This design comes from an exercise in tuning for small area and a short achievable clock period on the open sky130 flow, not from production work.
Only simulation tests tie the RTL to the original design; equivalence was not proved.
Power and IR drop assume default switching activity.

Setup of JK:
## MAC
module MAC(
	clk,
	rst_n,
	in_valid,
	in_mode,
	in_act,
	in_wgt,
	out_act_idx,
	out_wgt_idx,
	out_idx,
	out_valid,
	out_data,
	out_finish
);
input clk, rst_n, in_valid, in_mode;
input [0:7][3:0] in_act;
input [0:8][3:0] in_wgt;
output logic [3:0] out_act_idx, out_wgt_idx, out_idx;
output logic out_valid, out_finish;
output logic [0:7][11:0] out_data;
logic cs, mode;
logic [3:0] cnt;
logic [2:0] out_cnt;
assign out_act_idx = cnt;
assign out_cnt = mode ? (cnt[2:0] - 3'd2) : cnt[2:0];
always @(posedge clk or negedge rst_n) begin
	if (!rst_n) out_wgt_idx <= 4'd1;
	else out_wgt_idx <= in_valid ? 4'd1 : cnt + 4'd2;
end
always @(posedge clk or negedge rst_n) begin
	if (!rst_n) begin
		cs <= 1'b0;
		mode <= 1'b0;
		cnt <= 4'd0;
		out_valid <= 1'b0;
		out_finish <= 1'b0;
	end else begin
		if (in_valid) cs <= 1'b1;
		else if (out_finish) cs <= 1'b0;
		if (in_valid) mode <= in_mode;
  ...
clock: 8.4 ns
lec_check: 0
cap_margin: 20
core_margin: 2
core_utilization: 40
cts_buf_list: sky130_fd_sc_hd__clkbuf_8
setup_slack_margin: 4.0
slew_margin: 20
standard.sh (not shown) runs the stock make flow with config.mk's settings and CLKGATE_MAP_FILE= SYNTH_SCRIPT=/design/flow/synth_recipe.tcl, a recipe that flattens the netlist after the stock synthesis.
==> flow/flow/run.sh <==
#!/bin/bash
# Layout flow: the standard flow, except that synthesis skips Yosys's early
# "abc -fast" pass (SYNTH_ARGS=-noabc), so the full adders the RTL spells out
# map to full-adder cells without inverters between them. The registers keep
# the standard synthesis's instance names and cell types: the standard
# synthesis is run first for reference, and if the two differ in anything but
# the names, its netlist is used unchanged. Ports are buffered with buf_2 rather
# than the delay cell buffer_ports picks by default. Each step logs to a file here.
set -u
RES=$PWD/orfs/results/$FLOW_PLATFORM/MAC/base

bash standard.sh synth > 1_synth_standard.log 2>&1 || exit 1
cp "$RES/1_2_yosys.v" standard_netlist.v

bash standard.sh clean_synth > 1_clean.log 2>&1
if SYNTH_ARGS=-noabc bash standard.sh "$RES/1_2_yosys.v" > 1_synth_noabc.log 2>&1 &&
   python3 flow/match_regs.py standard_netlist.v "$RES/1_2_yosys.v" > 1_match_regs.log 2>&1; then
  echo "using the netlist synthesized without the early ABC pass" >> 1_match_regs.log
else
  echo "falling back to the standard netlist" >> 1_match_regs.log
  bash standard.sh clean_synth >> 1_clean.log 2>&1
  bash standard.sh synth > 1_synth_standard2.log 2>&1 || exit 1
fi

export BUFFER_PORTS_ARGS="-buffer_cell sky130_fd_sc_hd__buf_2"
bash standard.sh > 2_layout.log 2>&1
Other scripts of this flow, unchanged in this note and not shown: flow/flow/match_regs.py
JK completed; timing, DRC and antenna clean
diff inputs: JK => MS
- a deleted CTS_BUF_LIST that had been sky130_fd_sc_hd__clkbuf_8
- a change of SETUP_SLACK_MARGIN from 4.0 to 4.2
Findings:
[compare] base=JK new=MS: total wire length after detailed routing now sits higher, routed length on met1 now sits higher.
| total power | higher: MS |
Comparing MS and JK, the higher clock network power share is on JK.
MS: flop-to-flop setup slack 0.10 ns above JK
MS -> JK: total sequential power flat
Diff JK -> MS: pre-CTS worst setup slack shows an increase of 0.056 ns, area after synthesis shows no meaningful change, number of cells on the worst reg-to-reg path shows a reduction of 1.

---

MAC, a different RTL version from the one above (not shown whole).
Size: about 460 flip-flops.
export LEC_CHECK = 0
export CAP_MARGIN = 20
export CORE_MARGIN = 2
export CORE_UTILIZATION = 40
export CTS_BUF_LIST = sky130_fd_sc_hd__clkbuf_8
export PLACE_DENSITY = 0.7
export SETUP_SLACK_MARGIN = 4.0
export SLEW_MARGIN = 20
create_clock -name core_clock -period 8.4 [get_ports {clk}]
==> flow/flow/match_regs.py <==
#!/usr/bin/env python3
"""Give the registers of a netlist the instance names of a reference netlist.

usage: match_regs.py REF.v NET.v

Both netlists come from the same RTL; register instance names have the form
<register bit>$<Yosys flip-flop type>, and the type part can differ between two
syntheses (an enable or reset absorbed with the other polarity). Each register
of NET.v is renamed to the reference register with the same register bit. NET.v
is rewritten only if both hold the same register bits in the same cell types;
otherwise the script exits with status 1 and leaves NET.v alone.
"""
import re
import sys

INST = re.compile(r'^(\s*)(sky130_fd_sc_hd__\w+)(\s+)(\S+)(\s*\()')
SEQ = re.compile(r'sky130_fd_sc_hd__(df|edf|sdf|dl)')


def regs(lines):
    found = {}
    for k, line in enumerate(lines):
        m = INST.match(line)
        if not m or not SEQ.match(m.group(2)):
            continue
        name = m.group(4)
        plain = name[1:] if name.startswith('\\') else name
        cut = plain.rfind('$_')
        base = plain[:cut] if cut >= 0 else plain
        if base in found:
            raise SystemExit(f"two registers share the bit name {base}")
        found[base] = (m.group(2), name, k)
    return found


def main():
    ref_lines = open(sys.argv[1]).read().split('\n')
    net_lines = open(sys.argv[2]).read().split('\n')
    ref, net = regs(ref_lines), regs(net_lines)
    if set(ref) != set(net):
        print("register bits differ:", sorted(set(ref) ^ set(net))[:20])
        return 1
    bad = [b for b in ref if ref[b][0] != net[b][0]]
    if bad:
        print("cell types differ:", [(b, ref[b][0], net[b][0]) for b in bad[:20]])
        return 1
    renamed = 0
    for b, (cell, name, k) in net.items():
        new = ref[b][1]
        if new != name:
            m = INST.match(net_lines[k])
            net_lines[k] = m.group(1) + cell + m.group(3) + new + \
                (' ' if new.startswith('\\') and not m.group(5).startswith(' ') else '') + \
                m.group(5) + net_lines[k][m.end():]
            renamed += 1
    open(sys.argv[2], 'w').write('\n'.join(net_lines))
    print(f"{len(net)} registers, {renamed} renamed")
    return 0


if __name__ == '__main__':
    sys.exit(main())
Scripts as last shown in full above: flow/flow/run.sh
The first run ran to the end with no violations.
Change:
PLACE_DENSITY = not set   (was 0.7)
Result: The changed run passed the timing, DRC and antenna checks. Setup slack gains 0.073 ns. Die area does not change. Utilization went up by 0.36 points. Global-route usage came out higher by 0.96 points. Combinational power is about the same. Non-clock buffer count came out higher by 18. Sequential cell count is unchanged. Via count is lower by about 0.6%. Sequential share of layout area went down by 0.24 points.
Change:
ABC_AREA = 1   (was not set)
After rerunning:
- global-route usage is higher by 0.51 points
- synthesized cell count is higher by 5.4%
- synthesized area is higher by 0.47%
- wire length is higher by 0.51%
- die area is higher by 0.46%
- first-iteration DRC count is lower by 8.8%
- hold slack gains 0.013 ns
- via count is higher by 1.6%
- sequential cell count is unchanged
- design area is higher by 0.45%

-- static timing again, ports no longer ideal --
In the flow no input, the clock included, has a driving cell. The finished layouts below were timed again as built, in two steps.
Step 1 sets driving cells, clkbuf_16 on the clock port and buf_2 on the other inputs (assumed; they add their load-dependent delay and slew).
Step 2 times the ports against the registers' clock, not the clock port: input delays grow and output delays shrink by t, the midpoint of the rising clock arrivals with the driver on.
Slacks: ideal ports / drivers / drivers and shift; pairs: ideal ports / drivers.
run | shift t [ns] | setup WS [ns] | latest minus earliest clock arrival (ns)
JK | 0.778 | 4.064 / 4.064 / 4.064 | 0.061 / 0.061
MS | 0.712 | 4.163 / 4.163 / 4.163 | 0.025 / 0.024
the first run of note 2 | 0.772 | 3.980 / 3.980 / 3.980 | 0.041 / 0.041
the second run of note 2 | 0.790 | 4.053 / 4.053 / 4.053 | 0.053 / 0.053
the third run of note 2 | 0.776 | 4.019 / 4.019 / 4.019 | 0.052 / 0.051
After both steps setup and hold are still met in every run listed.
